Source: an optimization exercise on an open RTL-to-GDS flow (aim: small area, a short achievable clock period and few clock cycles per item). Production flows keep margins and buffers that such runs may drop.
Only simulation tests tie the RTL to the original design; equivalence was not proved.

Setup of try-harbor:
## top_module
module top_module (clk, rst, X, n, start, Y, valid, ready, overflow, error);
input clk, rst, start;
input [7:0] X;
input [2:0] n;
output valid, ready, overflow, error;
output [31:0] Y;
reg started;
reg v0, v1;
reg [2:0] nr;
reg [7:0] x0;
reg [31:0] y1;
wire [31:0] yv;
assign error = 1'b0;
assign overflow = 1'b0;    
assign ready = started;
assign valid = v1;
assign Y = y1;
always @(posedge clk or negedge rst) begin
    if (~rst) begin
        started <= 1'b0;
        v0 <= 1'b0;
        v1 <= 1'b0;
    end else begin
        if (start) started <= 1'b1;
        v0 <= started;
        v1 <= v0;
    end
end
always @(posedge clk) begin
    if (~started) nr <= n;
    x0 <= X;
    y1 <= yv;
end
yrom table0 (.a({nr, x0}), .y(yv));
endmodule
For scale: roughly 3,800 cells after synthesis, roughly 20,000 um^2 of cells after synthesis.
Settings: LEC_CHECK=0, CAP_MARGIN=20, CORE_MARGIN=2, CORE_UTILIZATION=40, SLEW_MARGIN=20; clock period 15.0 ns.
standard.sh (not shown) runs the stock make flow with config.mk's settings and CLKGATE_MAP_FILE= SYNTH_SCRIPT=/design/flow/synth_recipe.tcl, a recipe that flattens the netlist after the stock synthesis.
==> flow/flow/run.sh <==
#!/bin/bash
# Own flow: the standard layout, except that synthesis maps the logic
# with an area-oriented ABC script (flow/area.abc) instead of ORFS's speed
# script. Everything else (registers, flattening, renaming, floorplan, place,
# CTS, route) is the standard flow. Each tool's output goes to a log here.
set -euo pipefail
W=$(pwd)
mkdir -p own
# ORFS synth.tcl with the ABC script replaced
python3 - "$FLOW_HOME/scripts/synth.tcl" own/synth_mod.tcl <<'PY'
import sys
s = open(sys.argv[1]).read()
a = 'source $::env(SCRIPTS_DIR)/synth_preamble.tcl\n'
assert s.count(a) == 1, "synth_preamble anchor missing"
s = s.replace(a, a + 'set abc_args [lreplace $abc_args 1 1 $::env(MY_ABC_SCRIPT)]\n')
open(sys.argv[2], 'w').write(s)
PY
python3 - synth_recipe.tcl own/synth_recipe_mod.tcl "$W/own/synth_mod.tcl" <<'PY'
import sys
s = open(sys.argv[1]).read()
a = 'source $::env(SCRIPTS_DIR)/synth.tcl'
assert s.count(a) == 1, "synth_recipe anchor missing"
open(sys.argv[2], 'w').write(s.replace(a, 'source ' + sys.argv[3]))
PY
python3 - standard.sh own/standard_mod.sh "$W/own/synth_recipe_mod.tcl" <<'PY'
import sys, re
s = open(sys.argv[1]).read()
s2, k = re.subn(r'SYNTH_SCRIPT=\S+', 'SYNTH_SCRIPT=' + sys.argv[3], s)
assert k == 1, "SYNTH_SCRIPT not found in standard.sh"
open(sys.argv[2], 'w').write(s2)
PY
export MY_ABC_SCRIPT="$W/flow/area.abc"
bash own/standard_mod.sh finish > "$W/layout.log" 2>&1
==> flow/flow/area.abc <==
strash
dch
map -a
topo
try-harbor got as far as global routing (5_1_grt), where a tool error ended the run.
Testbench counts of try-harbor, summed over its fixed seeds: cycles 12,992, items 12,800.
Edits applied to the flow inputs when going from try-harbor to try-amber:
# try-harbor
export LEC_CHECK = 0
export CAP_MARGIN = 20
export CORE_MARGIN = 2
export CORE_UTILIZATION = 40
export SLEW_MARGIN = 20
create_clock -name core_clock -period 15.0 [get_ports {clk}]
# try-amber
export LEC_CHECK = 0
export ABC_AREA = 1
export CAP_MARGIN = 20
export CORE_MARGIN = 2
export CORE_UTILIZATION = 40
export SLEW_MARGIN = 20
create_clock -name core_clock -period 15.0 [get_ports {clk}]
==> flow/run.sh (new file) <==
#!/bin/bash
# synth_recipe.tcl (not shown) runs the flow's synth.tcl, then flattens the netlist and writes it again
# the make line also repeats each setting of config.mk as NAME=value (left out here)
make -C /OpenROAD-flow-scripts/flow DESIGN_CONFIG=/design/flow/config.mk WORK_HOME=/design/flow/orfs CLKGATE_MAP_FILE= SYNTH_SCRIPT=/design/flow/synth_recipe.tcl finish
removed: flow/flow/run.sh
removed: flow/flow/area.abc
removed: flow/standard.sh
### Flow results
- try-amber | ERROR | global routing (5_1_grt)
- Compared with try-harbor, try-amber shows a lower number of distinct library cells after synthesis.
- Mux cell area share after synthesis essentially unchanged between try-amber and try-harbor.
- Going from try-harbor to try-amber, die outline height grew by a little under 10%.
- The gate count after technology mapping reported for try-amber is greater than that of try-harbor by 1,212.
- Between try-amber and try-harbor, combined area of all synthesized cells is lower for try-harbor, try-amber comes in above that.
- Compound-cell area share of the yosys netlist in try-amber vs try-harbor: down 24 points
- Diff try-harbor -> try-amber: placer congestion estimate went down about 1.7%; synthesized area per cell fell 11%; post-DP HPWL rose by 13%.
Modified inputs, try-violet compared to try-amber
# try-amber
export LEC_CHECK = 0
export ABC_AREA = 1
export CAP_MARGIN = 20
export CORE_MARGIN = 2
export CORE_UTILIZATION = 40
export SLEW_MARGIN = 20
create_clock -name core_clock -period 15.0 [get_ports {clk}]
# try-violet
export LEC_CHECK = 0
export ABC_AREA = 1
export CAP_MARGIN = 20
export CORE_MARGIN = 2
export CORE_UTILIZATION = 25
export SLEW_MARGIN = 20
create_clock -name core_clock -period 15.0 [get_ports {clk}]
try-violet never completed, since it errored out during global routing (5_1_grt).
try-violet against try-amber: maximum root-to-sink buffer count saw little to no change; number of cells in the design after placement rose 588; post-synthesis cell area flat; area fraction in compound gates after synthesis closely matched the old numbers.
Summary of try-violet over try-amber: die boundary height moved up; worst slack after detailed placement higher; standard-cell row count increased 27%.

* * *

== fjord ==
Starting RTL as in the previous note.
export LEC_CHECK = 0
export CAP_MARGIN = 20
export CORE_MARGIN = 2
export CORE_UTILIZATION = 20
export GPL_ROUTABILITY_DRIVEN = 1
export PLACE_DENSITY = 0.25
export SLEW_MARGIN = 20
create_clock -name core_clock -period 15.0 [get_ports {clk}]
==> flow/flow/run.sh <==
#!/bin/bash
# Own flow: the standard layout, except that synthesis maps the logic
# with an area-oriented ABC script (flow/area.abc) instead of ORFS's speed
# script. Everything else (registers, flattening, renaming, floorplan, place,
# CTS, route) is the standard flow. Each tool's output goes to a log here.
set -euo pipefail
W=$(pwd)
mkdir -p own
# ORFS synth.tcl with the ABC script replaced
python3 - "$FLOW_HOME/scripts/synth.tcl" own/synth_mod.tcl <<'PY'
import sys
s = open(sys.argv[1]).read()
a = 'source $::env(SCRIPTS_DIR)/synth_preamble.tcl\n'
assert s.count(a) == 1, "synth_preamble anchor missing"
s = s.replace(a, a + 'set abc_args [lreplace $abc_args 1 1 $::env(MY_ABC_SCRIPT)]\n')
open(sys.argv[2], 'w').write(s)
PY
python3 - synth_recipe.tcl own/synth_recipe_mod.tcl "$W/own/synth_mod.tcl" <<'PY'
import sys
s = open(sys.argv[1]).read()
a = 'source $::env(SCRIPTS_DIR)/synth.tcl'
assert s.count(a) == 1, "synth_recipe anchor missing"
open(sys.argv[2], 'w').write(s.replace(a, 'source ' + sys.argv[3]))
PY
python3 - standard.sh own/standard_mod.sh "$W/own/synth_recipe_mod.tcl" <<'PY'
import sys, re
s = open(sys.argv[1]).read()
s2, k = re.subn(r'SYNTH_SCRIPT=\S+', 'SYNTH_SCRIPT=' + sys.argv[3], s)
assert k == 1, "SYNTH_SCRIPT not found in standard.sh"
open(sys.argv[2], 'w').write(s2)
PY
export MY_ABC_SCRIPT="$W/flow/area.abc"
bash own/standard_mod.sh finish > "$W/layout.log" 2>&1
==> flow/flow/area.abc <==
strash
dch
map -a
topo
fjord terminated abnormally: global routing (5_1_grt) reported GRT-0116.
Testbench counts of fjord, summed over its fixed seeds: cycles 12,992, items 12,800.
Changes in raven relative to fjord:
Settings: PLACE_DENSITY: 0.25 -> unset; CORE_UTILIZATION: 20 -> 18; GPL_ROUTABILITY_DRIVEN: 1 -> unset.
## What came out
raven did not finish; the tool stopped in global routing (5_1_grt) with error GRT-0116. Looking at total instance count after detailed placement, raven sits 222 higher than fjord does. Number of buffers inserted by post-CTS setup repair: raven vs fjord identical. Comparing the two runs side by side, raven comes out behind fjord on pre-CTS setup slack. In raven relative to fjord, overall die width had gone up by a few percent. The post-detailed-placement half-perimeter wirelength of raven is higher than that of fjord. Reported for raven and fjord, share of async-settable or async-resettable flops after synthesis turned out identical to the last digit.
The inputs of lagoon differ from those of raven as listed below.
Settings: a change of CORE_UTILIZATION from 18 to 25.
--- outcome ---
- Seen in the log of lagoon: GRT-0116 during global routing (5_1_grt), after which the run never completed.
- Horizontal die dimension on lagoon is down relative to raven.
- Diff lagoon..raven | number of synthesized flops with an enable pin | unchanged
- In lagoon the die boundary height turned out 51 µm lower than in raven.
#### Input delta (amber over lagoon)
Settings: GPL_ROUTABILITY_DRIVEN: unset -> 1; PLACE_DENSITY: unset -> 0.3; CORE_UTILIZATION: 25 -> 15.
Findings:
amber: GRT-0116 in global routing (5_1_grt) -> run aborted. lagoon -> amber: post-synthesis sequential area ratio delta 0, exact match. Share of the synthesized area in compound gates (AO/OA/AOI/OAI): amber vs lagoon identical. Estimated wirelength of the detail-placed design: lagoon and amber compared, lower one is lagoon. Where setup slack after placement is concerned, lagoon is better than amber. Looking at die height, amber sits 82 µm above lagoon. Re share of synthesized registers carrying an async set or reset: no difference whatsoever between amber and lagoon. From lagoon to amber, synthesized cell count did not move at all.
